Background: an optimization exercise with open tools, aiming at small area and a short achievable clock period. Do not read the settings as production practice. At most, simulation tests tie the RTL to the original design; equivalence was not proved. No functional check of the RTL was part of run 1.

==> flow/design.v (outline; a module is shown in full before it is edited, if it fits) <==
// module recip_x2_lut: 20 lines
// module float_recip: 171 lines
// module mul_a: 544 lines
// module mul_c: 1052 lines
// module booth_enc: 13 lines
// module rfa: 6 lines
// module rha: 6 lines
// module rbp: 5 lines
module float_recip(clk,rst,i_cip,i_sj,i_vstart,i_vector_length,i_v0,i_v1,i_v2,i_v3,i_v4,i_v5,i_v6,i_v7,o_result, o_busy);
  // ...
==> flow/flow/run.sh <==
#!/bin/bash
set -euo pipefail
bash standard.sh SETUP_SLACK_MARGIN=6.3 "BUFFER_PORTS_ARGS=-buffer_cell sky130_fd_sc_hd__buf_2" finish > standard_flow.log 2>&1
==> flow/standard.sh <==
#!/bin/bash
# synth_recipe.tcl (not shown) runs the flow's synth.tcl, then flattens the netlist and writes it again
# the make line also repeats each setting of config.mk as NAME=value (left out here)
make -C /OpenROAD-flow-scripts/flow DESIGN_CONFIG=/design/flow/config.mk WORK_HOME=/design/flow/orfs CLKGATE_MAP_FILE= SYNTH_SCRIPT=/design/flow/synth_recipe.tcl "${@:-finish}"
==> flow/config.mk <==
export PLATFORM = sky130hd
export DESIGN_NAME = float_recip
export DESIGN_NICKNAME = float_recip
export VERILOG_FILES = /design/flow/design.v
export SDC_FILE = /design/flow/constraint.sdc
export NUM_CORES = 4
export LEC_CHECK = 0
export CAP_MARGIN = 20
export CORE_MARGIN = 2
export CORE_UTILIZATION = 40
export PLACE_DENSITY = 0.6
export SLEW_MARGIN = 20
export SYNTH_HIERARCHICAL = 1
export SYNTH_MINIMUM_KEEP_SIZE = 0
==> flow/constraint.sdc <==
create_clock -name core_clock -period 10.0 [get_ports {clk}]
set_input_delay 2.0000 -clock core_clock [delete_from_list [all_inputs] [get_ports {clk}]]
set_output_delay 2.0000 -clock core_clock [all_outputs]
set_load 0.01 [all_outputs]
==> results.txt, run 1 <==
status=timing/DRC/antenna clean; max reg flops=64; Tmin final=about 3.7 ns; clk sinks=784; H-tree depth=3; ANT nets after route=0; Worst R2R Path Depth=6; # DRC=0; crit path DAT=about 4.2 ns; Non-Filler Instances=5868; average size of a mapped cell=~11 µm²; clk cell area share=between 5 and 6%; Design Area, Final=a little over 50000 µm²; Placed Instance Area=approximately 48000 µm²; worst r2r dst=b3b_9[17]; FF+latch area=between 15000 and 20000 µm²; Final period util=36.56%; clk_skew=between 0.06 and 0.07 ns; final-layout fill cell count=10.77k; final setup fails=0; FFs & Latches=784; Gate Count Post-Synth=approximately 4.0k
==> module float_recip, before the edit <==
module float_recip(clk,rst,i_cip,i_sj,i_vstart,i_vector_length,i_v0,i_v1,i_v2,i_v3,i_v4,i_v5,i_v6,i_v7,o_result, o_busy);
input  wire clk;         
input  wire rst;
input  wire [15:0] i_cip;     
input  wire i_vstart;
input  wire [6:0] i_vector_length;
input wire [63:0] i_v0;
input wire [63:0] i_v1;
input wire [63:0] i_v2;
input wire [63:0] i_v3;
input wire [63:0] i_v4;
input wire [63:0] i_v5;
input wire [63:0] i_v6;
input wire [63:0] i_v7;
input  wire [63:0] i_sj;
output reg [63:0] o_result;
output wire       o_busy;
reg  [7:0] reservation_time;
reg        busy;         
reg  [7:0] vsel;         
always @(posedge clk)
   if (rst)
      reservation_time <= 8'd0;
   else if (i_vstart)
      reservation_time <= {1'b0, i_vector_length} + 8'd4;    
   else if (reservation_time != 8'd0)
      reservation_time <= reservation_time - 8'd1;
wire busy_next = ~rst & (i_vstart | (reservation_time[7:1] != 7'd0));
always @(posedge clk)
begin
   busy <= busy_next;
   if (i_vstart)
      vsel <= busy_next ? (8'd1 << i_cip[5:3]) : 8'd0;
   else
      vsel <= busy_next ? vsel : 8'd0;
end
assign o_busy = busy;
wire [31:0] src = ({32{~busy}}   & i_sj[63:32]) |
                  ({32{vsel[0]}} & i_v0[63:32]) |
                  ({32{vsel[1]}} & i_v1[63:32]) |
                  ({32{vsel[2]}} & i_v2[63:32]) |
                  ({32{vsel[3]}} & i_v3[63:32]) |
                  ({32{vsel[4]}} & i_v4[63:32]) |
                  ({32{vsel[5]}} & i_v5[63:32]) |
                  ({32{vsel[6]}} & i_v6[63:32]) |
                  ({32{vsel[7]}} & i_v7[63:32]);
reg        s0;
reg [14:0] e0;
reg [15:0] d0;
always @(posedge clk)
begin
   s0 <= src[31];
   e0 <= src[30:16];
   d0 <= src[15:0];
end
reg        s1;
reg [14:0] e1;
reg        h1;
always @(posedge clk)
begin
   s1 <= s0;
   e1 <= e0;
   h1 <= (d0[15:8] == 8'h80);
end
wire [14:0] ek1 = h1 ? (e1[14] ? 15'd3 : 15'h7fff) : (e1[14] ? 15'd2 : 15'd0);
wire [8:0]  elo1 = {1'b0, ~e1[7:0]} + {1'b0, ek1[7:0]};
reg        s2;
reg [7:0]  elo2;
reg        ec2;          
reg [6:0]  ehi2;         
reg        em2;          
always @(posedge clk)
begin
   s2   <= s1;
   elo2 <= elo1[7:0];
   ec2  <= elo1[8];
   ehi2 <= ~e1[14:8];
   em2  <= ek1[14];
end
wire [6:0] ehi = ehi2 + {7{em2}} + {6'd0, ec2};
reg [15:0] se3, se4, se5, se6, se7, se8, se9, se10, se11, se12;    
reg [15:0] d1, d2, d3, d4, d5, d6;
reg [7:0]  d7lo;
reg [15:0] d8;
always @(posedge clk)
begin
   se3  <= {s2, ehi, elo2};
   se4  <= se3;
   se5  <= se4;
   se6  <= se5;
   se7  <= se6;
   se8  <= se7;
   se9  <= se8;
   se10 <= se9;
   se11 <= se10;
   se12 <= se11;
   d1 <= d0;
   d2 <= d1;
   d3 <= d2;
   d4 <= d3;
   d5 <= d4;
   d6 <= d5;
   d7lo <= d6[7:0];
end
reg [15:0] dh7;          
reg [15:0] dl7;          
always @(posedge clk)
begin
   dh7 <= 16'd1 << d6[15:12];
   dl7 <= 16'd1 << d6[11:8];
end
wire [3:0] dh7_bin = {|dh7[15:8], |{dh7[15:12], dh7[7:4]}, |{dh7[15:14], dh7[11:10], dh7[7:6], dh7[3:2]},
                      |{dh7[15], dh7[13], dh7[11], dh7[9], dh7[7], dh7[5], dh7[3], dh7[1]}};
wire [3:0] dl7_bin = {|dl7[15:8], |{dl7[15:12], dl7[7:4]}, |{dl7[15:14], dl7[11:10], dl7[7:6], dl7[3:2]},
                      |{dl7[15], dl7[13], dl7[11], dl7[9], dl7[7], dl7[5], dl7[3], dl7[1]}};
wire [14:0] x2_tab;
recip_x2_lut lut(.h(dh7), .l(dl7), .y(x2_tab));
wire [7:0]  x2_neg, x2_one, x2_two;
booth_enc enc(.yl(x2_tab), .neg(x2_neg), .one(x2_one), .two(x2_two));
reg [6:0]  neg8, neg9, neg10;
reg [7:0]  one8, one9, one10;
reg [7:0]  two8, two9, two10;
reg        half8, half9, half10, half11, half12;
always @(posedge clk)
begin
   d8    <= {dh7_bin, dl7_bin, d7lo};
   neg8  <= x2_neg[6:0];
   one8  <= x2_one;
   two8  <= x2_two;
   neg9  <= neg8;
   one9  <= one8;
   two9  <= two8;
   neg10 <= neg9;
   one10 <= one9;
   two10 <= two9;
   half8  <= dh7[8] & dl7[0];
   half9  <= half8;
   half10 <= half9;
   half11 <= half10;
   half12 <= half11;
end
wire [32:0] b3_a, b3_b;
mul_a ma(.neg({1'b1, neg8}), .one(one8), .two(two8), .m(d8), .ra(b3_a), .rb(b3_b));
reg  [32:0] b3a_9, b3b_9;
always @(posedge clk)
begin
   b3a_9 <= b3_a;
   b3b_9 <= b3_b;
end
reg  [32:0] b3_10;
always @(posedge clk)
   b3_10 <= b3a_9 + b3b_9;
wire [48:0] p_a, p_b;
mul_c mc(.neg({1'b1, neg10}), .one(one10), .two(two10), .m(b3_10), .ra(p_a), .rb(p_b));
reg  [48:0] pa_11, pb_11;
reg  [1:0]  s11, s12;
always @(posedge clk)
begin
   pa_11 <= p_a;
   pb_11 <= p_b;
   s11   <= b3_10[32] ? 2'd0 : b3_10[31] ? 2'd1 : 2'd2;
   s12   <= s11;
end
reg  [48:0] p_12;
always @(posedge clk)
   p_12 <= pa_11 + pb_11;
wire [48:0] c3 = p_12 << s12;
wire [47:0] x3 = c3[48] ? c3[48:1] : c3[47] ? c3[47:0] : {c3[46:0], 1'b0};
always @(posedge clk)
   o_result <= half12 ? {se12, 1'b1, 47'b0} : {se12, x3};
endmodule
==> run 2, diff against run 1 <==
--- a/flow/design.v
+++ b/flow/design.v
@@ -172,5 +172,5 @@
    b3_10 <= b3a_9 + b3b_9;
 wire [48:0] p_a, p_b;
-mul_c mc(.neg({1'b1, neg10}), .one(one10), .two(two10), .m(b3_10), .ra(p_a), .rb(p_b));
+mul_c mc(.neg({1'b1, neg10}), .one(one10), .two(two10), .m(b3_10[31:0]), .ra(p_a), .rb(p_b));
 reg  [48:0] pa_11, pb_11;
 reg  [1:0]  s11, s12;
@@ -186,5 +186,6 @@
    p_12 <= pa_11 + pb_11;
 wire [48:0] c3 = p_12 << s12;
-wire [47:0] x3 = c3[48] ? c3[48:1] : c3[47] ? c3[47:0] : {c3[46:0], 1'b0};
+wire [47:0] x3 = (s12 == 2'd0) ? {1'b1, 47'b0} :
+                 c3[48] ? c3[48:1] : c3[47] ? c3[47:0] : {c3[46:0], 1'b0};
 always @(posedge clk)
    o_result <= half12 ? {se12, 1'b1, 47'b0} : {se12, x3};
@@ -738,5 +739,5 @@
 input  wire [7:0] one;
 input  wire [7:0] two;
-input  wire [32:0] m;
+input  wire [31:0] m;
 output wire [48:0] ra;
 output wire [48:0] rb;
@@ -805,7 +806,5 @@
 wire p0_31;
 rbp b0_31 (.one(one[0]), .two(two[0]), .neg(sg0), .a(m[31]), .b(m[30]), .p(p0_31));
-wire p0_32;
-rbp b0_32 (.one(one[0]), .two(two[0]), .neg(sg0), .a(m[32]), .b(m[31]), .p(p0_32));
-wire p0_33 = (two[0] & m[32]) ^ sg0;
+wire p0_32 = (two[0] & m[31]) ^ sg0;
 wire sg1 = neg[1];
 wire p1_0 = (one[1] & m[0]) ^ sg1;
@@ -872,7 +871,5 @@
 wire p1_31;
 rbp b1_31 (.one(one[1]), .two(two[1]), .neg(sg1), .a(m[31]), .b(m[30]), .p(p1_31));
-wire p1_32;
-rbp b1_32 (.one(one[1]), .two(two[1]), .neg(sg1), .a(m[32]), .b(m[31]), .p(p1_32));
-wire p1_33 = (two[1] & m[32]) ^ sg1;
+wire p1_32 = (two[1] & m[31]) ^ sg1;
 wire sg2 = neg[2];
 wire p2_0 = (one[2] & m[0]) ^ sg2;
@@ -939,7 +936,5 @@
 wire p2_31;
 rbp b2_31 (.one(one[2]), .two(two[2]), .neg(sg2), .a(m[31]), .b(m[30]), .p(p2_31));
-wire p2_32;
-rbp b2_32 (.one(one[2]), .two(two[2]), .neg(sg2), .a(m[32]), .b(m[31]), .p(p2_32));
-wire p2_33 = (two[2] & m[32]) ^ sg2;
+wire p2_32 = (two[2] & m[31]) ^ sg2;
 wire sg3 = neg[3];
 wire p3_0 = (one[3] & m[0]) ^ sg3;
@@ -1006,7 +1001,5 @@
 wire p3_31;
 rbp b3_31 (.one(one[3]), .two(two[3]), .neg(sg3), .a(m[31]), .b(m[30]), .p(p3_31));
-wire p3_32;
-rbp b3_32 (.one(one[3]), .two(two[3]), .neg(sg3), .a(m[32]), .b(m[31]), .p(p3_32));
-wire p3_33 = (two[3] & m[32]) ^ sg3;
+wire p3_32 = (two[3] & m[31]) ^ sg3;
 wire sg4 = neg[4];
 wire p4_0 = (one[4] & m[0]) ^ sg4;
@@ -1073,7 +1066,5 @@
 wire p4_31;
 rbp b4_31 (.one(one[4]), .two(two[4]), .neg(sg4), .a(m[31]), .b(m[30]), .p(p4_31));
-wire p4_32;
-rbp b4_32 (.one(one[4]), .two(two[4]), .neg(sg4), .a(m[32]), .b(m[31]), .p(p4_32));
-wire p4_33 = (two[4] & m[32]) ^ sg4;
+wire p4_32 = (two[4] & m[31]) ^ sg4;
 wire sg5 = neg[5];
 wire p5_0 = (one[5] & m[0]) ^ sg5;
@@ -1140,7 +1131,5 @@
 wire p5_31;
 rbp b5_31 (.one(one[5]), .two(two[5]), .neg(sg5), .a(m[31]), .b(m[30]), .p(p5_31));
-wire p5_32;
-rbp b5_32 (.one(one[5]), .two(two[5]), .neg(sg5), .a(m[32]), .b(m[31]), .p(p5_32));
-wire p5_33 = (two[5] & m[32]) ^ sg5;
+wire p5_32 = (two[5] & m[31]) ^ sg5;
 wire sg6 = neg[6];
 wire p6_0 = (one[6] & m[0]) ^ sg6;
@@ -1207,7 +1196,5 @@
 wire p6_31;
 rbp b6_31 (.one(one[6]), .two(two[6]), .neg(sg6), .a(m[31]), .b(m[30]), .p(p6_31));
-wire p6_32;
-rbp b6_32 (.one(one[6]), .two(two[6]), .neg(sg6), .a(m[32]), .b(m[31]), .p(p6_32));
-wire p6_33 = (two[6] & m[32]) ^ sg6;
+wire p6_32 = (two[6] & m[31]) ^ sg6;
 wire sg7 = neg[7];
 wire p7_0 = (one[7] & m[0]) ^ sg7;
@@ -1274,11 +1261,9 @@
 wire p7_31;
 rbp b7_31 (.one(one[7]), .two(two[7]), .neg(sg7), .a(m[31]), .b(m[30]), .p(p7_31));
-wire p7_32;
-rbp b7_32 (.one(one[7]), .two(two[7]), .neg(sg7), .a(m[32]), .b(m[31]), .p(p7_32));
-wire p7_33 = (two[7] & m[32]) ^ sg7;
+wire p7_32 = (two[7] & m[31]) ^ sg7;
 wire ts0 = ~(~sg0);
 wire tc0 = ~sg0;
-wire ts1 = ~(m[19]);
-wire tc1 = m[19];
+wire ts1 = ~(m[18]);
+wire tc1 = m[18];
 wire ts2, tc2;
 rha uts2 (.a(sg5), .b(p0_10), .s(ts2), .co(tc2));
@@ -1408,5 +1393,5 @@
 rfa uts64 (.a(p5_22), .b(p6_20), .c(p7_18), .s(ts64), .co(tc64));
 wire ts65, tc65;
-rfa uts65 (.a(m[17]), .b(p0_33), .c(p1_31), .s(ts65), .co(tc65));
+rfa uts65 (.a(m[17]), .b(ts0), .c(p1_31), .s(ts65), .co(tc65));
 wire ts66, tc66;
 rfa uts66 (.a(p2_29), .b(p3_27), .c(p4_25), .s(ts66), .co(tc66));
@@ -1414,5 +1399,5 @@
 rfa uts67 (.a(p5_23), .b(p6_21), .c(p7_19), .s(ts67), .co(tc67));
 wire ts68, tc68;
-rfa uts68 (.a(m[18]), .b(ts0), .c(p1_32), .s(ts68), .co(tc68));
+rfa uts68 (.a(tc0), .b(ts1), .c(p1_32), .s(ts68), .co(tc68));
 wire ts69, tc69;
 rfa uts69 (.a(p2_30), .b(p3_28), .c(p4_26), .s(ts69), .co(tc69));
@@ -1420,369 +1405,355 @@
 rfa uts70 (.a(p5_24), .b(p6_22), .c(p7_20), .s(ts70), .co(tc70));
 wire ts71, tc71;
-rfa uts71 (.a(tc0), .b(ts1), .c(p1_33), .s(ts71), .co(tc71));
+rfa uts71 (.a(~sg1), .b(tc1), .c(m[19]), .s(ts71), .co(tc71));
 wire ts72, tc72;
 rfa uts72 (.a(p2_31), .b(p3_29), .c(p4_27), .s(ts72), .co(tc72));
 wire ts73, tc73;
 rfa uts73 (.a(p5_25), .b(p6_23), .c(p7_21), .s(ts73), .co(tc73));
-wire ts74, tc74;
-rfa uts74 (.a(~sg1), .b(tc1), .c(m[20]), .s(ts74), .co(tc74));
+wire ts74 = ~((m[20]) ^ (p2_32));
+wire tc74 = (m[20]) | (p2_32);
 wire ts75, tc75;
-rfa uts75 (.a(p2_32), .b(p3_30), .c(p4_28), .s(ts75), .co(tc75));
+rfa uts75 (.a(p3_30), .b(p4_28), .c(p5_26), .s(ts75), .co(tc75));
 wire ts76, tc76;
-rfa uts76 (.a(p5_26), .b(p6_24), .c(p7_22), .s(ts76), .co(tc76));
-wire ts77 = ~((m[21]) ^ (p2_33));
-wire tc77 = (m[21]) | (p2_33);
+rha uts76 (.a(p6_24), .b(p7_22), .s(ts76), .co(tc76));
+wire ts77, tc77;
+rfa uts77 (.a(~sg2), .b(m[21]), .c(p3_31), .s(ts77), .co(tc77));
 wire ts78, tc78;
-rfa uts78 (.a(p3_31), .b(p4_29), .c(p5_27), .s(ts78), .co(tc78));
-wire ts79, tc79;
-rha uts79 (.a(p6_25), .b(p7_23), .s(ts79), .co(tc79));
+rfa uts78 (.a(p4_29), .b(p5_27), .c(p6_25), .s(ts78), .co(tc78));
+wire ts79 = ~((m[22]) ^ (p3_32));
+wire tc79 = (m[22]) | (p3_32);
 wire ts80, tc80;
-rfa uts80 (.a(~sg2), .b(m[22]), .c(p3_32), .s(ts80), .co(tc80));
+rha uts80 (.a(p4_30), .b(p5_28), .s(ts80), .co(tc80));
 wire ts81, tc81;
-rfa uts81 (.a(p4_30), .b(p5_28), .c(p6_26), .s(ts81), .co(tc81));
-wire ts82 = ~((m[23]) ^ (p3_33));
-wire tc82 = (m[23]) | (p3_33);
+rfa uts81 (.a(~sg3), .b(m[23]), .c(p4_31), .s(ts81), .co(tc81));
+wire ts82 = ~(m[24]);
+wire tc82 = m[24];
 wire ts83, tc83;
-rha uts83 (.a(p4_31), .b(p5_29), .s(ts83), .co(tc83));
+rha uts83 (.a(sg3), .b(p0_6), .s(ts83), .co(tc83));
 wire ts84, tc84;
-rfa uts84 (.a(~sg3), .b(m[24]), .c(p4_32), .s(ts84), .co(tc84));
-wire ts85 = ~(m[25]);
-wire tc85 = m[25];
+rha uts84 (.a(p0_7), .b(p1_5), .s(ts84), .co(tc84));
+wire ts85, tc85;
+rfa uts85 (.a(sg4), .b(p0_8), .c(p1_6), .s(ts85), .co(tc85));
 wire ts86, tc86;
-rha uts86 (.a(sg3), .b(p0_6), .s(ts86), .co(tc86));
+rha uts86 (.a(p2_4), .b(p3_2), .s(ts86), .co(tc86));
 wire ts87, tc87;
-rha uts87 (.a(p0_7), .b(p1_5), .s(ts87), .co(tc87));
+rfa uts87 (.a(p0_9), .b(p1_7), .c(p2_5), .s(ts87), .co(tc87));
 wire ts88, tc88;
-rfa uts88 (.a(sg4), .b(p0_8), .c(p1_6), .s(ts88), .co(tc88));
+rha uts88 (.a(p3_3), .b(p4_1), .s(ts88), .co(tc88));
 wire ts89, tc89;
-rha uts89 (.a(p2_4), .b(p3_2), .s(ts89), .co(tc89));
+rfa uts89 (.a(p1_8), .b(p2_6), .c(p3_4), .s(ts89), .co(tc89));
 wire ts90, tc90;
-rfa uts90 (.a(p0_9), .b(p1_7), .c(p2_5), .s(ts90), .co(tc90));
+rfa uts90 (.a(p4_2), .b(p5_0), .c(ts2), .s(ts90), .co(tc90));
 wire ts91, tc91;
-rha uts91 (.a(p3_3), .b(p4_1), .s(ts91), .co(tc91));
+rfa uts91 (.a(p2_7), .b(p3_5), .c(p4_3), .s(ts91), .co(tc91));
 wire ts92, tc92;
-rfa uts92 (.a(p1_8), .b(p2_6), .c(p3_4), .s(ts92), .co(tc92));
+rfa uts92 (.a(p5_1), .b(tc2), .c(ts3), .s(ts92), .co(tc92));
 wire ts93, tc93;
-rfa uts93 (.a(p4_2), .b(p5_0), .c(ts2), .s(ts93), .co(tc93));
+rfa uts93 (.a(p4_4), .b(p5_2), .c(p6_0), .s(ts93), .co(tc93));
 wire ts94, tc94;
-rfa uts94 (.a(p2_7), .b(p3_5), .c(p4_3), .s(ts94), .co(tc94));
+rfa uts94 (.a(tc3), .b(ts5), .c(ts4), .s(ts94), .co(tc94));
 wire ts95, tc95;
-rfa uts95 (.a(p5_1), .b(tc2), .c(ts3), .s(ts95), .co(tc95));
+rfa uts95 (.a(p5_3), .b(p6_1), .c(tc5), .s(ts95), .co(tc95));
 wire ts96, tc96;
-rfa uts96 (.a(p4_4), .b(p5_2), .c(p6_0), .s(ts96), .co(tc96));
+rfa uts96 (.a(ts7), .b(tc4), .c(ts6), .s(ts96), .co(tc96));
 wire ts97, tc97;
-rfa uts97 (.a(tc3), .b(ts5), .c(ts4), .s(ts97), .co(tc97));
+rfa uts97 (.a(p7_0), .b(tc7), .c(ts10), .s(ts97), .co(tc97));
 wire ts98, tc98;
-rfa uts98 (.a(p5_3), .b(p6_1), .c(tc5), .s(ts98), .co(tc98));
+rfa uts98 (.a(tc6), .b(ts8), .c(ts9), .s(ts98), .co(tc98));
 wire ts99, tc99;
-rfa uts99 (.a(ts7), .b(tc4), .c(ts6), .s(ts99), .co(tc99));
+rfa uts99 (.a(tc10), .b(ts13), .c(tc8), .s(ts99), .co(tc99));
 wire ts100, tc100;
-rfa uts100 (.a(p7_0), .b(tc7), .c(ts10), .s(ts100), .co(tc100));
+rfa uts100 (.a(tc9), .b(ts11), .c(ts12), .s(ts100), .co(tc100));
 wire ts101, tc101;
-rfa uts101 (.a(tc6), .b(ts8), .c(ts9), .s(ts101), .co(tc101));
+rfa uts101 (.a(tc13), .b(tc11), .c(tc12), .s(ts101), .co(tc101));
 wire ts102, tc102;
-rfa uts102 (.a(tc10), .b(ts13), .c(tc8), .s(ts102), .co(tc102));
+rfa uts102 (.a(ts14), .b(ts15), .c(ts16), .s(ts102), .co(tc102));
 wire ts103, tc103;
-rfa uts103 (.a(tc9), .b(ts11), .c(ts12), .s(ts103), .co(tc103));
+rfa uts103 (.a(tc14), .b(tc15), .c(tc16), .s(ts103), .co(tc103));
 wire ts104, tc104;
-rfa uts104 (.a(tc13), .b(tc11), .c(tc12), .s(ts104), .co(tc104));
+rfa uts104 (.a(ts17), .b(ts18), .c(ts19), .s(ts104), .co(tc104));
 wire ts105, tc105;
-rfa uts105 (.a(ts14), .b(ts15), .c(ts16), .s(ts105), .co(tc105));
+rfa uts105 (.a(tc17), .b(tc18), .c(tc19), .s(ts105), .co(tc105));
 wire ts106, tc106;
-rfa uts106 (.a(tc14), .b(tc15), .c(tc16), .s(ts106), .co(tc106));
+rfa uts106 (.a(ts20), .b(ts21), .c(ts22), .s(ts106), .co(tc106));
 wire ts107, tc107;
-rfa uts107 (.a(ts17), .b(ts18), .c(ts19), .s(ts107), .co(tc107));
+rfa uts107 (.a(tc20), .b(tc21), .c(tc22), .s(ts107), .co(tc107));
 wire ts108, tc108;
-rfa uts108 (.a(tc17), .b(tc18), .c(tc19), .s(ts108), .co(tc108));
+rfa uts108 (.a(ts23), .b(ts24), .c(ts25), .s(ts108), .co(tc108));
 wire ts109, tc109;
-rfa uts109 (.a(ts20), .b(ts21), .c(ts22), .s(ts109), .co(tc109));
+rfa uts109 (.a(tc23), .b(tc24), .c(tc25), .s(ts109), .co(tc109));
 wire ts110, tc110;
-rfa uts110 (.a(tc20), .b(tc21), .c(tc22), .s(ts110), .co(tc110));
+rfa uts110 (.a(ts26), .b(ts27), .c(ts28), .s(ts110), .co(tc110));
 wire ts111, tc111;
-rfa uts111 (.a(ts23), .b(ts24), .c(ts25), .s(ts111), .co(tc111));
+rfa uts111 (.a(tc26), .b(tc27), .c(tc28), .s(ts111), .co(tc111));
 wire ts112, tc112;
-rfa uts112 (.a(tc23), .b(tc24), .c(tc25), .s(ts112), .co(tc112));
+rfa uts112 (.a(ts29), .b(ts30), .c(ts31), .s(ts112), .co(tc112));
 wire ts113, tc113;
-rfa uts113 (.a(ts26), .b(ts27), .c(ts28), .s(ts113), .co(tc113));
+rfa uts113 (.a(tc29), .b(tc30), .c(tc31), .s(ts113), .co(tc113));
 wire ts114, tc114;
-rfa uts114 (.a(tc26), .b(tc27), .c(tc28), .s(ts114), .co(tc114));
+rfa uts114 (.a(ts32), .b(ts33), .c(ts34), .s(ts114), .co(tc114));
 wire ts115, tc115;
-rfa uts115 (.a(ts29), .b(ts30), .c(ts31), .s(ts115), .co(tc115));
+rfa uts115 (.a(tc32), .b(tc33), .c(tc34), .s(ts115), .co(tc115));
 wire ts116, tc116;
-rfa uts116 (.a(tc29), .b(tc30), .c(tc31), .s(ts116), .co(tc116));
+rfa uts116 (.a(ts35), .b(ts36), .c(ts37), .s(ts116), .co(tc116));
 wire ts117, tc117;
-rfa uts117 (.a(ts32), .b(ts33), .c(ts34), .s(ts117), .co(tc117));
+rfa uts117 (.a(tc35), .b(tc36), .c(tc37), .s(ts117), .co(tc117));
 wire ts118, tc118;
-rfa uts118 (.a(tc32), .b(tc33), .c(tc34), .s(ts118), .co(tc118));
+rfa uts118 (.a(ts38), .b(ts39), .c(ts40), .s(ts118), .co(tc118));
 wire ts119, tc119;
-rfa uts119 (.a(ts35), .b(ts36), .c(ts37), .s(ts119), .co(tc119));
+rfa uts119 (.a(tc38), .b(tc39), .c(tc40), .s(ts119), .co(tc119));
 wire ts120, tc120;
-rfa uts120 (.a(tc35), .b(tc36), .c(tc37), .s(ts120), .co(tc120));
+rfa uts120 (.a(ts41), .b(ts42), .c(ts43), .s(ts120), .co(tc120));
 wire ts121, tc121;
-rfa uts121 (.a(ts38), .b(ts39), .c(ts40), .s(ts121), .co(tc121));
+rfa uts121 (.a(tc41), .b(tc42), .c(tc43), .s(ts121), .co(tc121));
 wire ts122, tc122;
-rfa uts122 (.a(tc38), .b(tc39), .c(tc40), .s(ts122), .co(tc122));
+rfa uts122 (.a(ts44), .b(ts45), .c(ts46), .s(ts122), .co(tc122));
 wire ts123, tc123;
-rfa uts123 (.a(ts41), .b(ts42), .c(ts43), .s(ts123), .co(tc123));
+rfa uts123 (.a(tc44), .b(tc45), .c(tc46), .s(ts123), .co(tc123));
 wire ts124, tc124;
-rfa uts124 (.a(tc41), .b(tc42), .c(tc43), .s(ts124), .co(tc124));
+rfa uts124 (.a(ts47), .b(ts48), .c(ts49), .s(ts124), .co(tc124));
 wire ts125, tc125;
-rfa uts125 (.a(ts44), .b(ts45), .c(ts46), .s(ts125), .co(tc125));
+rfa uts125 (.a(tc47), .b(tc48), .c(tc49), .s(ts125), .co(tc125));
 wire ts126, tc126;
-rfa uts126 (.a(tc44), .b(tc45), .c(tc46), .s(ts126), .co(tc126));
+rfa uts126 (.a(ts50), .b(ts51), .c(ts52), .s(ts126), .co(tc126));
 wire ts127, tc127;
-rfa uts127 (.a(ts47), .b(ts48), .c(ts49), .s(ts127), .co(tc127));
+rfa uts127 (.a(tc50), .b(tc51), .c(tc52), .s(ts127), .co(tc127));
 wire ts128, tc128;
-rfa uts128 (.a(tc47), .b(tc48), .c(tc49), .s(ts128), .co(tc128));
+rfa uts128 (.a(ts53), .b(ts54), .c(ts55), .s(ts128), .co(tc128));
 wire ts129, tc129;
-rfa uts129 (.a(ts50), .b(ts51), .c(ts52), .s(ts129), .co(tc129));
+rfa uts129 (.a(tc53), .b(tc54), .c(tc55), .s(ts129), .co(tc129));
 wire ts130, tc130;
-rfa uts130 (.a(tc50), .b(tc51), .c(tc52), .s(ts130), .co(tc130));
+rfa uts130 (.a(ts56), .b(ts57), .c(ts58), .s(ts130), .co(tc130));
 wire ts131, tc131;
-rfa uts131 (.a(ts53), .b(ts54), .c(ts55), .s(ts131), .co(tc131));
+rfa uts131 (.a(tc56), .b(tc57), .c(tc58), .s(ts131), .co(tc131));
 wire ts132, tc132;
-rfa uts132 (.a(tc53), .b(tc54), .c(tc55), .s(ts132), .co(tc132));
+rfa uts132 (.a(ts59), .b(ts60), .c(ts61), .s(ts132), .co(tc132));
 wire ts133, tc133;
-rfa uts133 (.a(ts56), .b(ts57), .c(ts58), .s(ts133), .co(tc133));
+rfa uts133 (.a(tc59), .b(tc60), .c(tc61), .s(ts133), .co(tc133));
 wire ts134, tc134;
-rfa uts134 (.a(tc56), .b(tc57), .c(tc58), .s(ts134), .co(tc134));
+rfa uts134 (.a(ts62), .b(ts63), .c(ts64), .s(ts134), .co(tc134));
 wire ts135, tc135;
-rfa uts135 (.a(ts59), .b(ts60), .c(ts61), .s(ts135), .co(tc135));
+rfa uts135 (.a(tc62), .b(tc63), .c(tc64), .s(ts135), .co(tc135));
 wire ts136, tc136;
-rfa uts136 (.a(tc59), .b(tc60), .c(tc61), .s(ts136), .co(tc136));
+rfa uts136 (.a(ts65), .b(ts66), .c(ts67), .s(ts136), .co(tc136));
 wire ts137, tc137;
-rfa uts137 (.a(ts62), .b(ts63), .c(ts64), .s(ts137), .co(tc137));
+rfa uts137 (.a(tc65), .b(tc66), .c(tc67), .s(ts137), .co(tc137));
 wire ts138, tc138;
-rfa uts138 (.a(tc62), .b(tc63), .c(tc64), .s(ts138), .co(tc138));
+rfa uts138 (.a(ts68), .b(ts69), .c(ts70), .s(ts138), .co(tc138));
 wire ts139, tc139;
-rfa uts139 (.a(ts65), .b(ts66), .c(ts67), .s(ts139), .co(tc139));
+rfa uts139 (.a(ts71), .b(tc68), .c(tc69), .s(ts139), .co(tc139));
 wire ts140, tc140;
-rfa uts140 (.a(tc65), .b(tc66), .c(tc67), .s(ts140), .co(tc140));
+rfa uts140 (.a(tc70), .b(ts72), .c(ts73), .s(ts140), .co(tc140));
 wire ts141, tc141;
-rfa uts141 (.a(ts68), .b(ts69), .c(ts70), .s(ts141), .co(tc141));
+rfa uts141 (.a(tc71), .b(ts74), .c(ts76), .s(ts141), .co(tc141));
 wire ts142, tc142;
-rfa uts142 (.a(tc68), .b(tc69), .c(tc70), .s(ts142), .co(tc142));
+rfa uts142 (.a(tc72), .b(tc73), .c(ts75), .s(ts142), .co(tc142));
 wire ts143, tc143;
-rfa uts143 (.a(ts71), .b(ts72), .c(ts73), .s(ts143), .co(tc143));
+rfa uts143 (.a(p7_23), .b(tc76), .c(tc74), .s(ts143), .co(tc143));
 wire ts144, tc144;
-rfa uts144 (.a(ts74), .b(tc71), .c(tc72), .s(ts144), .co(tc144));
+rfa uts144 (.a(tc75), .b(ts77), .c(ts78), .s(ts144), .co(tc144));
 wire ts145, tc145;
-rfa uts145 (.a(tc73), .b(ts75), .c(ts76), .s(ts145), .co(tc145));
+rfa uts145 (.a(p6_26), .b(p7_24), .c(ts79), .s(ts145), .co(tc145));
 wire ts146, tc146;
-rfa uts146 (.a(tc74), .b(ts77), .c(ts79), .s(ts146), .co(tc146));
+rfa uts146 (.a(ts80), .b(tc77), .c(tc78), .s(ts146), .co(tc146));
 wire ts147, tc147;
-rfa uts147 (.a(tc75), .b(tc76), .c(ts78), .s(ts147), .co(tc147));
+rfa uts147 (.a(p5_29), .b(p6_27), .c(p7_25), .s(ts147), .co(tc147));
 wire ts148, tc148;
-rfa uts148 (.a(p7_24), .b(tc79), .c(tc77), .s(ts148), .co(tc148));
+rfa uts148 (.a(tc80), .b(tc79), .c(ts81), .s(ts148), .co(tc148));
 wire ts149, tc149;
-rfa uts149 (.a(tc78), .b(ts80), .c(ts81), .s(ts149), .co(tc149));
+rfa uts149 (.a(ts82), .b(p4_32), .c(p5_30), .s(ts149), .co(tc149));
 wire ts150, tc150;
-rfa uts150 (.a(p6_27), .b(p7_25), .c(ts82), .s(ts150), .co(tc150));
+rfa uts150 (.a(p6_28), .b(p7_26), .c(tc81), .s(ts150), .co(tc150));
 wire ts151, tc151;
-rfa uts151 (.a(ts83), .b(tc80), .c(tc81), .s(ts151), .co(tc151));
+rfa uts151 (.a(~sg4), .b(tc82), .c(m[25]), .s(ts151), .co(tc151));
 wire ts152, tc152;
-rfa uts152 (.a(p5_30), .b(p6_28), .c(p7_26), .s(ts152), .co(tc152));
-wire ts153, tc153;
-rfa uts153 (.a(tc83), .b(tc82), .c(ts84), .s(ts153), .co(tc153));
+rfa uts152 (.a(p5_31), .b(p6_29), .c(p7_27), .s(ts152), .co(tc152));
+wire ts153 = ~((m[26]) ^ (p5_32));
+wire tc153 = (m[26]) | (p5_32);
 wire ts154, tc154;
-rfa uts154 (.a(ts85), .b(p4_33), .c(p5_31), .s(ts154), .co(tc154));
+rha uts154 (.a(p6_30), .b(p7_28), .s(ts154), .co(tc154));
 wire ts155, tc155;
-rfa uts155 (.a(p6_29), .b(p7_27), .c(tc84), .s(ts155), .co(tc155));
-wire ts156, tc156;
-rfa uts156 (.a(~sg4), .b(tc85), .c(m[26]), .s(ts156), .co(tc156));
+rfa uts155 (.a(~sg5), .b(m[27]), .c(p6_31), .s(ts155), .co(tc155));
+wire ts156 = ~(m[28]);
+wire tc156 = m[28];
 wire ts157, tc157;
-rfa uts157 (.a(p5_32), .b(p6_30), .c(p7_28), .s(ts157), .co(tc157));
-wire ts158 = ~((m[27]) ^ (p5_33));
-wire tc158 = (m[27]) | (p5_33);
+rha uts157 (.a(sg2), .b(p0_4), .s(ts157), .co(tc157));
+wire ts158, tc158;
+rha uts158 (.a(p0_5), .b(p1_3), .s(ts158), .co(tc158));
 wire ts159, tc159;
-rha uts159 (.a(p6_31), .b(p7_29), .s(ts159), .co(tc159));
+rfa uts159 (.a(p1_4), .b(p2_2), .c(p3_0), .s(ts159), .co(tc159));
 wire ts160, tc160;
-rfa uts160 (.a(~sg5), .b(m[28]), .c(p6_32), .s(ts160), .co(tc160));
-wire ts161 = ~(m[29]);
-wire tc161 = m[29];
+rfa uts160 (.a(p2_3), .b(p3_1), .c(tc83), .s(ts160), .co(tc160));
+wire ts161, tc161;
+rfa uts161 (.a(p4_0), .b(tc84), .c(ts86), .s(ts161), .co(tc161));
 wire ts162, tc162;
-rha uts162 (.a(sg2), .b(p0_4), .s(ts162), .co(tc162));
+rfa uts162 (.a(tc86), .b(ts88), .c(tc85), .s(ts162), .co(tc162));
 wire ts163, tc163;
-rha uts163 (.a(p0_5), .b(p1_3), .s(ts163), .co(tc163));
+rfa uts163 (.a(tc88), .b(tc87), .c(ts89), .s(ts163), .co(tc163));
 wire ts164, tc164;
-rfa uts164 (.a(p1_4), .b(p2_2), .c(p3_0), .s(ts164), .co(tc164));
+rfa uts164 (.a(tc89), .b(ts91), .c(tc90), .s(ts164), .co(tc164));
 wire ts165, tc165;
-rfa uts165 (.a(p2_3), .b(p3_1), .c(tc86), .s(ts165), .co(tc165));
+rfa uts165 (.a(tc91), .b(ts93), .c(tc92), .s(ts165), .co(tc165));
 wire ts166, tc166;
-rfa uts166 (.a(p4_0), .b(tc87), .c(ts89), .s(ts166), .co(tc166));
+rfa uts166 (.a(tc93), .b(ts95), .c(tc94), .s(ts166), .co(tc166));
 wire ts167, tc167;
-rfa uts167 (.a(tc89), .b(ts91), .c(tc88), .s(ts167), .co(tc167));
+rfa uts167 (.a(tc95), .b(ts97), .c(tc96), .s(ts167), .co(tc167));
 wire ts168, tc168;
-rfa uts168 (.a(tc91), .b(tc90), .c(ts92), .s(ts168), .co(tc168));
+rfa uts168 (.a(tc97), .b(tc98), .c(ts99), .s(ts168), .co(tc168));
 wire ts169, tc169;
-rfa uts169 (.a(tc92), .b(ts94), .c(tc93), .s(ts169), .co(tc169));
+rfa uts169 (.a(tc99), .b(tc100), .c(ts101), .s(ts169), .co(tc169));
 wire ts170, tc170;
-rfa uts170 (.a(tc94), .b(ts96), .c(tc95), .s(ts170), .co(tc170));
+rfa uts170 (.a(tc101), .b(tc102), .c(ts103), .s(ts170), .co(tc170));
 wire ts171, tc171;
-rfa uts171 (.a(tc96), .b(ts98), .c(tc97), .s(ts171), .co(tc171));
+rfa uts171 (.a(tc103), .b(tc104), .c(ts105), .s(ts171), .co(tc171));
 wire ts172, tc172;
-rfa uts172 (.a(tc98), .b(ts100), .c(tc99), .s(ts172), .co(tc172));
+rfa uts172 (.a(tc105), .b(tc106), .c(ts107), .s(ts172), .co(tc172));
 wire ts173, tc173;
-rfa uts173 (.a(tc100), .b(tc101), .c(ts102), .s(ts173), .co(tc173));
+rfa uts173 (.a(tc107), .b(tc108), .c(ts109), .s(ts173), .co(tc173));
 wire ts174, tc174;
-rfa uts174 (.a(tc102), .b(tc103), .c(ts104), .s(ts174), .co(tc174));
+rfa uts174 (.a(tc109), .b(tc110), .c(ts111), .s(ts174), .co(tc174));
 wire ts175, tc175;
-rfa uts175 (.a(tc104), .b(tc105), .c(ts106), .s(ts175), .co(tc175));
+rfa uts175 (.a(tc111), .b(tc112), .c(ts113), .s(ts175), .co(tc175));
 wire ts176, tc176;
-rfa uts176 (.a(tc106), .b(tc107), .c(ts108), .s(ts176), .co(tc176));
+rfa uts176 (.a(tc113), .b(tc114), .c(ts115), .s(ts176), .co(tc176));
 wire ts177, tc177;
-rfa uts177 (.a(tc108), .b(tc109), .c(ts110), .s(ts177), .co(tc177));
+rfa uts177 (.a(tc115), .b(tc116), .c(ts117), .s(ts177), .co(tc177));
 wire ts178, tc178;
-rfa uts178 (.a(tc110), .b(tc111), .c(ts112), .s(ts178), .co(tc178));
+rfa uts178 (.a(tc117), .b(tc118), .c(ts119), .s(ts178), .co(tc178));
 wire ts179, tc179;
-rfa uts179 (.a(tc112), .b(tc113), .c(ts114), .s(ts179), .co(tc179));
+rfa uts179 (.a(tc119), .b(tc120), .c(ts121), .s(ts179), .co(tc179));
 wire ts180, tc180;
-rfa uts180 (.a(tc114), .b(tc115), .c(ts116), .s(ts180), .co(tc180));
+rfa uts180 (.a(tc121), .b(tc122), .c(ts123), .s(ts180), .co(tc180));
 wire ts181, tc181;
-rfa uts181 (.a(tc116), .b(tc117), .c(ts118), .s(ts181), .co(tc181));
+rfa uts181 (.a(tc123), .b(tc124), .c(ts125), .s(ts181), .co(tc181));
 wire ts182, tc182;
-rfa uts182 (.a(tc118), .b(tc119), .c(ts120), .s(ts182), .co(tc182));
+rfa uts182 (.a(tc125), .b(tc126), .c(ts127), .s(ts182), .co(tc182));
 wire ts183, tc183;
-rfa uts183 (.a(tc120), .b(tc121), .c(ts122), .s(ts183), .co(tc183));
+rfa uts183 (.a(tc127), .b(tc128), .c(ts129), .s(ts183), .co(tc183));
 wire ts184, tc184;
-rfa uts184 (.a(tc122), .b(tc123), .c(ts124), .s(ts184), .co(tc184));
+rfa uts184 (.a(tc129), .b(tc130), .c(ts131), .s(ts184), .co(tc184));
 wire ts185, tc185;
-rfa uts185 (.a(tc124), .b(tc125), .c(ts126), .s(ts185), .co(tc185));
+rfa uts185 (.a(tc131), .b(tc132), .c(ts133), .s(ts185), .co(tc185));
 wire ts186, tc186;
-rfa uts186 (.a(tc126), .b(tc127), .c(ts128), .s(ts186), .co(tc186));
+rfa uts186 (.a(tc133), .b(tc134), .c(ts135), .s(ts186), .co(tc186));
 wire ts187, tc187;
-rfa uts187 (.a(tc128), .b(tc129), .c(ts130), .s(ts187), .co(tc187));
+rfa uts187 (.a(tc135), .b(tc136), .c(ts137), .s(ts187), .co(tc187));
 wire ts188, tc188;
-rfa uts188 (.a(tc130), .b(tc131), .c(ts132), .s(ts188), .co(tc188));
+rfa uts188 (.a(tc137), .b(tc138), .c(ts139), .s(ts188), .co(tc188));
 wire ts189, tc189;
-rfa uts189 (.a(tc132), .b(tc133), .c(ts134), .s(ts189), .co(tc189));
+rfa uts189 (.a(ts141), .b(tc139), .c(tc140), .s(ts189), .co(tc189));
 wire ts190, tc190;
-rfa uts190 (.a(tc134), .b(tc135), .c(ts136), .s(ts190), .co(tc190));
+rfa uts190 (.a(tc141), .b(ts143), .c(tc142), .s(ts190), .co(tc190));
 wire ts191, tc191;
-rfa uts191 (.a(tc136), .b(tc137), .c(ts138), .s(ts191), .co(tc191));
+rfa uts191 (.a(tc143), .b(ts145), .c(tc144), .s(ts191), .co(tc191));
 wire ts192, tc192;
-rfa uts192 (.a(tc138), .b(tc139), .c(ts140), .s(ts192), .co(tc192));
+rfa uts192 (.a(ts147), .b(tc145), .c(tc146), .s(ts192), .co(tc192));
 wire ts193, tc193;
-rfa uts193 (.a(tc140), .b(tc141), .c(ts142), .s(ts193), .co(tc193));
+rfa uts193 (.a(tc147), .b(ts149), .c(tc148), .s(ts193), .co(tc193));
 wire ts194, tc194;
-rfa uts194 (.a(tc142), .b(tc143), .c(ts144), .s(ts194), .co(tc194));
+rfa uts194 (.a(ts151), .b(tc149), .c(ts152), .s(ts194), .co(tc194));
 wire ts195, tc195;
-rfa uts195 (.a(ts146), .b(tc144), .c(tc145), .s(ts195), .co(tc195));
+rfa uts195 (.a(tc151), .b(ts153), .c(ts154), .s(ts195), .co(tc195));
 wire ts196, tc196;
-rfa uts196 (.a(tc146), .b(ts148), .c(tc147), .s(ts196), .co(tc196));
+rfa uts196 (.a(p7_29), .b(tc154), .c(tc153), .s(ts196), .co(tc196));
 wire ts197, tc197;
-rfa uts197 (.a(tc148), .b(ts150), .c(tc149), .s(ts197), .co(tc197));
+rfa uts197 (.a(ts156), .b(p6_32), .c(p7_30), .s(ts197), .co(tc197));
 wire ts198, tc198;
-rfa uts198 (.a(ts152), .b(tc150), .c(tc151), .s(ts198), .co(tc198));
-wire ts199, tc199;
-rfa uts199 (.a(tc152), .b(ts154), .c(tc153), .s(ts199), .co(tc199));
+rfa uts198 (.a(~sg6), .b(tc156), .c(m[29]), .s(ts198), .co(tc198));
+wire ts199 = ~(m[30]);
+wire tc199 = m[30];
 wire ts200, tc200;
-rfa uts200 (.a(ts156), .b(tc154), .c(ts157), .s(ts200), .co(tc200));
+rha uts200 (.a(sg1), .b(p0_2), .s(ts200), .co(tc200));
 wire ts201, tc201;
-rfa uts201 (.a(tc156), .b(ts158), .c(ts159), .s(ts201), .co(tc201));
+rha uts201 (.a(p0_3), .b(p1_1), .s(ts201), .co(tc201));
 wire ts202, tc202;
-rfa uts202 (.a(p7_30), .b(tc159), .c(tc158), .s(ts202), .co(tc202));
+rfa uts202 (.a(p1_2), .b(p2_0), .c(ts157), .s(ts202), .co(tc202));
 wire ts203, tc203;
-rfa uts203 (.a(ts161), .b(p6_33), .c(p7_31), .s(ts203), .co(tc203));
+rfa uts203 (.a(p2_1), .b(tc157), .c(ts158), .s(ts203), .co(tc203));
 wire ts204, tc204;
-rfa uts204 (.a(~sg6), .b(tc161), .c(m[30]), .s(ts204), .co(tc204));
-wire ts205 = ~(m[31]);
-wire tc205 = m[31];
+rfa uts204 (.a(tc158), .b(ts83), .c(ts159), .s(ts204), .co(tc204));
+wire ts205, tc205;
+rfa uts205 (.a(ts84), .b(tc159), .c(ts160), .s(ts205), .co(tc205));
 wire ts206, tc206;
-rha uts206 (.a(sg1), .b(p0_2), .s(ts206), .co(tc206));
+rfa uts206 (.a(ts85), .b(tc160), .c(ts161), .s(ts206), .co(tc206));
 wire ts207, tc207;
-rha uts207 (.a(p0_3), .b(p1_1), .s(ts207), .co(tc207));
+rfa uts207 (.a(ts87), .b(tc161), .c(ts162), .s(ts207), .co(tc207));
 wire ts208, tc208;
-rfa uts208 (.a(p1_2), .b(p2_0), .c(ts162), .s(ts208), .co(tc208));
+rfa uts208 (.a(ts90), .b(tc162), .c(ts163), .s(ts208), .co(tc208));
 wire ts209, tc209;
-rfa uts209 (.a(p2_1), .b(tc162), .c(ts163), .s(ts209), .co(tc209));
+rfa uts209 (.a(ts92), .b(tc163), .c(ts164), .s(ts209), .co(tc209));
 wire ts210, tc210;
-rfa uts210 (.a(tc163), .b(ts86), .c(ts164), .s(ts210), .co(tc210));
+rfa uts210 (.a(ts94), .b(tc164), .c(ts165), .s(ts210), .co(tc210));
 wire ts211, tc211;
-rfa uts211 (.a(ts87), .b(tc164), .c(ts165), .s(ts211), .co(tc211));
+rfa uts211 (.a(ts96), .b(tc165), .c(ts166), .s(ts211), .co(tc211));
 wire ts212, tc212;
-rfa uts212 (.a(ts88), .b(tc165), .c(ts166), .s(ts212), .co(tc212));
+rfa uts212 (.a(ts98), .b(tc166), .c(ts167), .s(ts212), .co(tc212));
 wire ts213, tc213;
-rfa uts213 (.a(ts90), .b(tc166), .c(ts167), .s(ts213), .co(tc213));
+rfa uts213 (.a(ts100), .b(tc167), .c(ts168), .s(ts213), .co(tc213));
 wire ts214, tc214;
-rfa uts214 (.a(ts93), .b(tc167), .c(ts168), .s(ts214), .co(tc214));
+rfa uts214 (.a(ts102), .b(tc168), .c(ts169), .s(ts214), .co(tc214));
 wire ts215, tc215;
-rfa uts215 (.a(ts95), .b(tc168), .c(ts169), .s(ts215), .co(tc215));
+rfa uts215 (.a(ts104), .b(tc169), .c(ts170), .s(ts215), .co(tc215));
 wire ts216, tc216;
-rfa uts216 (.a(ts97), .b(tc169), .c(ts170), .s(ts216), .co(tc216));
+rfa uts216 (.a(ts106), .b(tc170), .c(ts171), .s(ts216), .co(tc216));
 wire ts217, tc217;
-rfa uts217 (.a(ts99), .b(tc170), .c(ts171), .s(ts217), .co(tc217));
+rfa uts217 (.a(ts108), .b(tc171), .c(ts172), .s(ts217), .co(tc217));
 wire ts218, tc218;
-rfa uts218 (.a(ts101), .b(tc171), .c(ts172), .s(ts218), .co(tc218));
+rfa uts218 (.a(ts110), .b(tc172), .c(ts173), .s(ts218), .co(tc218));
 wire ts219, tc219;
-rfa uts219 (.a(ts103), .b(tc172), .c(ts173), .s(ts219), .co(tc219));
+rfa uts219 (.a(ts112), .b(tc173), .c(ts174), .s(ts219), .co(tc219));
 wire ts220, tc220;
-rfa uts220 (.a(ts105), .b(tc173), .c(ts174), .s(ts220), .co(tc220));
+rfa uts220 (.a(ts114), .b(tc174), .c(ts175), .s(ts220), .co(tc220));
 wire ts221, tc221;
-rfa uts221 (.a(ts107), .b(tc174), .c(ts175), .s(ts221), .co(tc221));
+rfa uts221 (.a(ts116), .b(tc175), .c(ts176), .s(ts221), .co(tc221));
 wire ts222, tc222;
-rfa uts222 (.a(ts109), .b(tc175), .c(ts176), .s(ts222), .co(tc222));
+rfa uts222 (.a(ts118), .b(tc176), .c(ts177), .s(ts222), .co(tc222));
 wire ts223, tc223;
-rfa uts223 (.a(ts111), .b(tc176), .c(ts177), .s(ts223), .co(tc223));
+rfa uts223 (.a(ts120), .b(tc177), .c(ts178), .s(ts223), .co(tc223));
 wire ts224, tc224;
-rfa uts224 (.a(ts113), .b(tc177), .c(ts178), .s(ts224), .co(tc224));
+rfa uts224 (.a(ts122), .b(tc178), .c(ts179), .s(ts224), .co(tc224));
 wire ts225, tc225;
-rfa uts225 (.a(ts115), .b(tc178), .c(ts179), .s(ts225), .co(tc225));
+rfa uts225 (.a(ts124), .b(tc179), .c(ts180), .s(ts225), .co(tc225));
 wire ts226, tc226;
-rfa uts226 (.a(ts117), .b(tc179), .c(ts180), .s(ts226), .co(tc226));
+rfa uts226 (.a(ts126), .b(tc180), .c(ts181), .s(ts226), .co(tc226));
 wire ts227, tc227;
-rfa uts227 (.a(ts119), .b(tc180), .c(ts181), .s(ts227), .co(tc227));
+rfa uts227 (.a(ts128), .b(tc181), .c(ts182), .s(ts227), .co(tc227));
 wire ts228, tc228;
-rfa uts228 (.a(ts121), .b(tc181), .c(ts182), .s(ts228), .co(tc228));
+rfa uts228 (.a(ts130), .b(tc182), .c(ts183), .s(ts228), .co(tc228));
 wire ts229, tc229;
-rfa uts229 (.a(ts123), .b(tc182), .c(ts183), .s(ts229), .co(tc229));
+rfa uts229 (.a(ts132), .b(tc183), .c(ts184), .s(ts229), .co(tc229));
 wire ts230, tc230;
-rfa uts230 (.a(ts125), .b(tc183), .c(ts184), .s(ts230), .co(tc230));
+rfa uts230 (.a(ts134), .b(tc184), .c(ts185), .s(ts230), .co(tc230));
 wire ts231, tc231;
-rfa uts231 (.a(ts127), .b(tc184), .c(ts185), .s(ts231), .co(tc231));
+rfa uts231 (.a(ts136), .b(tc185), .c(ts186), .s(ts231), .co(tc231));
 wire ts232, tc232;
-rfa uts232 (.a(ts129), .b(tc185), .c(ts186), .s(ts232), .co(tc232));
+rfa uts232 (.a(ts138), .b(tc186), .c(ts187), .s(ts232), .co(tc232));
 wire ts233, tc233;
-rfa uts233 (.a(ts131), .b(tc186), .c(ts187), .s(ts233), .co(tc233));
+rfa uts233 (.a(ts140), .b(tc187), .c(ts188), .s(ts233), .co(tc233));
 wire ts234, tc234;
-rfa uts234 (.a(ts133), .b(tc187), .c(ts188), .s(ts234), .co(tc234));
+rfa uts234 (.a(ts142), .b(tc188), .c(ts189), .s(ts234), .co(tc234));
 wire ts235, tc235;
-rfa uts235 (.a(ts135), .b(tc188), .c(ts189), .s(ts235), .co(tc235));
+rfa uts235 (.a(ts144), .b(tc189), .c(ts190), .s(ts235), .co(tc235));
 wire ts236, tc236;
-rfa uts236 (.a(ts137), .b(tc189), .c(ts190), .s(ts236), .co(tc236));
+rfa uts236 (.a(ts146), .b(tc190), .c(ts191), .s(ts236), .co(tc236));
 wire ts237, tc237;
-rfa uts237 (.a(ts139), .b(tc190), .c(ts191), .s(ts237), .co(tc237));
+rfa uts237 (.a(ts148), .b(tc191), .c(ts192), .s(ts237), .co(tc237));
 wire ts238, tc238;
-rfa uts238 (.a(ts141), .b(tc191), .c(ts192), .s(ts238), .co(tc238));
+rfa uts238 (.a(ts150), .b(tc192), .c(ts193), .s(ts238), .co(tc238));
 wire ts239, tc239;
-rfa uts239 (.a(ts143), .b(tc192), .c(ts193), .s(ts239), .co(tc239));
+rfa uts239 (.a(tc150), .b(ts194), .c(tc193), .s(ts239), .co(tc239));
 wire ts240, tc240;
-rfa uts240 (.a(ts145), .b(tc193), .c(ts194), .s(ts240), .co(tc240));
+rfa uts240 (.a(tc152), .b(ts195), .c(tc194), .s(ts240), .co(tc240));
 wire ts241, tc241;
-rfa uts241 (.a(ts147), .b(tc194), .c(ts195), .s(ts241), .co(tc241));
+rfa uts241 (.a(ts155), .b(tc195), .c(ts196), .s(ts241), .co(tc241));
 wire ts242, tc242;
-rfa uts242 (.a(ts149), .b(tc195), .c(ts196), .s(ts242), .co(tc242));
+rfa uts242 (.a(tc155), .b(ts197), .c(tc196), .s(ts242), .co(tc242));
 wire ts243, tc243;
-rfa uts243 (.a(ts151), .b(tc196), .c(ts197), .s(ts243), .co(tc243));
+rfa uts243 (.a(ts198), .b(p7_31), .c(tc197), .s(ts243), .co(tc243));
 wire ts244, tc244;
-rfa uts244 (.a(ts153), .b(tc197), .c(ts198), .s(ts244), .co(tc244));
+rfa uts244 (.a(ts199), .b(tc198), .c(p7_32), .s(ts244), .co(tc244));
 wire ts245, tc245;
-rfa uts245 (.a(ts155), .b(tc198), .c(ts199), .s(ts245), .co(tc245));
-wire ts246, tc246;
-rfa uts246 (.a(tc155), .b(ts200), .c(tc199), .s(ts246), .co(tc246));
-wire ts247, tc247;
-rfa uts247 (.a(tc157), .b(ts201), .c(tc200), .s(ts247), .co(tc247));
-wire ts248, tc248;
-rfa uts248 (.a(ts160), .b(tc201), .c(ts202), .s(ts248), .co(tc248));
-wire ts249, tc249;
-rfa uts249 (.a(tc160), .b(ts203), .c(tc202), .s(ts249), .co(tc249));
-wire ts250, tc250;
-rfa uts250 (.a(ts204), .b(p7_32), .c(tc203), .s(ts250), .co(tc250));
-wire ts251, tc251;
-rfa uts251 (.a(ts205), .b(tc204), .c(p7_33), .s(ts251), .co(tc251));
-wire ts252, tc252;
-rfa uts252 (.a(~sg7), .b(tc205), .c(m[32]), .s(ts252), .co(tc252));
-assign ra = {tc251, tc250, tc249, tc248, tc247, tc246, tc245, tc244, tc243, tc242, tc241, tc240, tc239, tc238, tc237, tc236, tc235, tc234, tc233, tc232, tc231, tc230, tc229, tc228, tc227, tc226, tc225, tc224, tc223, tc222, tc221, tc220, tc219, tc218, tc217, tc216, tc215, tc214, tc213, tc212, tc211, tc210, tc209, tc208, tc207, tc206, ts206, p0_1, sg0};
-assign rb = {ts252, ts251, ts250, ts249, ts248, ts247, ts246, ts245, ts244, ts243, ts242, ts241, ts240, ts239, ts238, ts237, ts236, ts235, ts234, ts233, ts232, ts231, ts230, ts229, ts228, ts227, ts226, ts225, ts224, ts223, ts222, ts221, ts220, ts219, ts218, ts217, ts216, ts215, ts214, ts213, ts212, ts211, ts210, ts209, ts208, ts207, p1_0, 1'b0, p0_0};
+rfa uts245 (.a(~sg7), .b(tc199), .c(m[31]), .s(ts245), .co(tc245));
+assign ra = {tc245, tc244, tc243, tc242, tc241, tc240, tc239, tc238, tc237, tc236, tc235, tc234, tc233, tc232, tc231, tc230, tc229, tc228, tc227, tc226, tc225, tc224, tc223, tc222, tc221, tc220, tc219, tc218, tc217, tc216, tc215, tc214, tc213, tc212, tc211, tc210, tc209, tc208, tc207, tc206, tc205, tc204, tc203, tc202, tc201, tc200, ts200, p0_1, sg0};
+assign rb = {1'b1, ts245, ts244, ts243, ts242, ts241, ts240, ts239, ts238, ts237, ts236, ts235, ts234, ts233, ts232, ts231, ts230, ts229, ts228, ts227, ts226, ts225, ts224, ts223, ts222, ts221, ts220, ts219, ts218, ts217, ts216, ts215, ts214, ts213, ts212, ts211, ts210, ts209, ts208, ts207, ts206, ts205, ts204, ts203, ts202, ts201, p1_0, 1'b0, p0_0};
 endmodule
 module booth_enc(yl, neg, one, two);
==> flow/run.sh (new file) <==
#!/bin/bash
# synth_recipe.tcl (not shown) runs the flow's synth.tcl, then flattens the netlist and writes it again
# the make line also repeats each setting of config.mk as NAME=value (left out here)
make -C /OpenROAD-flow-scripts/flow DESIGN_CONFIG=/design/flow/config.mk WORK_HOME=/design/flow/orfs CLKGATE_MAP_FILE= SYNTH_SCRIPT=/design/flow/synth_recipe.tcl finish
--- a/flow/config.mk
+++ b/flow/config.mk
@@ -9,4 +9,5 @@
 export CORE_MARGIN = 2
 export CORE_UTILIZATION = 40
+export CTS_BUF_LIST = sky130_fd_sc_hd__clkbuf_4 sky130_fd_sc_hd__clkbuf_8
 export PLACE_DENSITY = 0.6
 export SLEW_MARGIN = 20
removed: flow/flow/run.sh
removed: flow/standard.sh
==> results.txt, run 2 <==
largest net degree at the start of global routing=92; max reg flops=64 (unchanged); clk sinks=784 (unchanged); Global Route Usage Sum=a little under a quarter; first-pass GRT wire length=between 200 and 250 mm; # DRC=0 (unchanged); DIE HEIGHT=approximately 340 µm; M2 GR Usage=roughly two fifths; netlist area before placement=around 45000 µm²; worst r2r dst=pb_11[30]; row cnt=about 120; M3 GR Usage=approximately 5%; DR WL/cell=roughly 22 µm; WP data required=about 8.0 ns; grt peak-use layer=met2; Worst R2R Path Depth=6 (unchanged); Initial Util=approximately two fifths; ANT nets after route=0 (unchanged); most frequent cells in the layout=dfxtp_1 (746), xnor2_1 (455), a22oi_2 (368), clkdlybuf4s50_1 (365), fa_1 (335); Die Wd=about 340 µm; max cap viols=0; Worst Path Max Fanout=1; Resize count post-CTS=0; synthesis warning total=7; crit path DAT=1.73 ns (-2.45 ns); RSZ-0062 raised after global routing=false; Design Area, Final=52820 µm² (+2.7%); Final period util=37.34% (+0.78 points); Worst Hold End=d8[7]; reg-to-reg setup timing slack=between 6 and 7 ns; Gate Count Post-Synth=3990 (-0.97%); Top delay family on crit path=buffers and inverters; total CTS buffers=~130; initial antenna violation count=15; Root Buffer=clkbuf_8; crit end category=primary output; crit-path max cell delay=around 0.56 ns; CP Launch Type=register; Placed Instance Area=49750 µm² (+2.8%); Core Region=between 100000 and 150000 µm²; Crit Path Class=reg2out; Hold Path Class=reg2reg; Slew Limit Fails=0; commonest non-fill, non-tap cell in the layout=dfxtp_1; RR Startpoint=b3_10[29]; die area=between 100000 and 150000 µm²; drt pass-1 iters=6; worst skew pair latency=0.84 ns; beginning of the worst hold path=d7lo[7]; Vias/cell=5.609; DP HPWL=roughly 92 mm; starting DRC count in detailed routing=2538; GR Overflow Total=0; port bufs=between 300 and 400; Tmin final=3.734 ns (+0.07794 ns); Worst-Margin Slew=about 1.2 ns; Hold Crit Depth=0; TritonCTS clock tree=built; H-tree depth=4 (+1); TNS Setup=0 ns; Final Hold Viols=0; status=timing/DRC/antenna clean; CP max-delay cell=clkdlybuf4s50_1; Layout area overhead=16.77%; wirelength, routed=about 130 mm; Post-CTS Setup Inserts=0; num ports=between 600 and 700; final setup fails=0 (unchanged); average size of a mapped cell=11.34 µm² (-0.18%); met1 Usage GRT=between 20% and 30%; Max Root-Sink Buffers=3; crit-path cells=clkdlybuf4s50_1; via count=approximately 33k; slew margin rel.=a little under a quarter; largest register by flop count=o_result; ratio of cells with drive above 1 in the final layout=a little under a fifth; Final GP Congestion=around 0.95; hold buffers post-CTS=0; clk_skew=0.04607 ns (-0.01668 ns); clk slew on worst S/H paths=approximately 0.070 ns; vias in the first global route=34.74k; NumNets Final=between 5k and 6k; Achievable Freq=0.2678 GHz; buffers and inverters on the worst path=1
==> run 2: how the worst max path moves through the flow <==
stage / startpoint / end / slack, ns / cells past startpoint
3_3_place_gp: i_vstart / vsel[1] / 6.20 / 2
6_report: o_result[48] / o_result[48] / 6.27 / 1
2_1_floorplan: neg10[2] / pb_11[36] / 6.24 / 8
3_5_place_dp: i_vstart / vsel[5] / 6.19 / 2
4_1_cts: o_result[48] / o_result[48] / 6.14 / 1
5_1_grt: o_result[48] / o_result[48] / 6.15 / 1
==> run 2: metrics by stage <==
step                utilization [%]  setup WS, ns  hold WS [ns]  instances
global placement              44.28         6.202        0.3098       5653
global route                  47.01         6.152        0.3145       5908
floorplan                         -         6.241        0.3096       4026
finish                        47.02         6.266        0.3070       5910
detailed placement            44.28         6.188        0.3120       5653
CTS                           46.96         6.142        0.3085       5892
==> run 2: layer usage <==
metal,routed length (µm),part of all wire (%)
met1,50180,38
met2,65810,50
met3,10120,7.6
met4,6775,5.1
met5,0,0
==> run 2: area by class of cell <==
| class | count | area, µm² |
|---|---|---|
| Fill cell | 10430 | 59520 |
| Multi-Input combinational cell | 2801 | 27280 |
| Sequential cell | 784 | 15820 |
| Timing Repair Buffer | 464 | 4404 |
| Clock buffer | 202 | 2580 |
| Tap cell | 1500 | 1877 |
| Clock inverter | 37 | 431.7 |
| Inverter | 105 | 394.1 |
| Antenna cell | 17 | 42.54 |

==> afterwards: timing with drivers on the ports <==
Ports are ideal in the flow. The routed layouts listed here were re-timed in OpenROAD. Step 1, drivers: a clkbuf_16 drives clk and a buf_2 each remaining input, both assumed. Step 2, shift: input delay + t, output delay - t, t = (earliest + latest rising clock arrival at the registers) / 2. This alone moves slack from input paths to output paths. Three values: no drivers, after step 1, after step 2; two values: the first two.
run	t (ns)	slack for setup (ns)	latest minus earliest clock arrival (ns)	worst data-port slew with drivers (ns)
run 1	0.738	6.344 / 6.344 / 6.344	0.066 / 0.066	0.18
run 2	0.879	6.266 / 6.198 / 6.160	0.049 / 0.049	0.19
After both steps setup and hold are still met in every run listed. The setup slack of run 2, which loses most, moves by -0.068 ns with the drivers and by -0.106 ns with both steps.
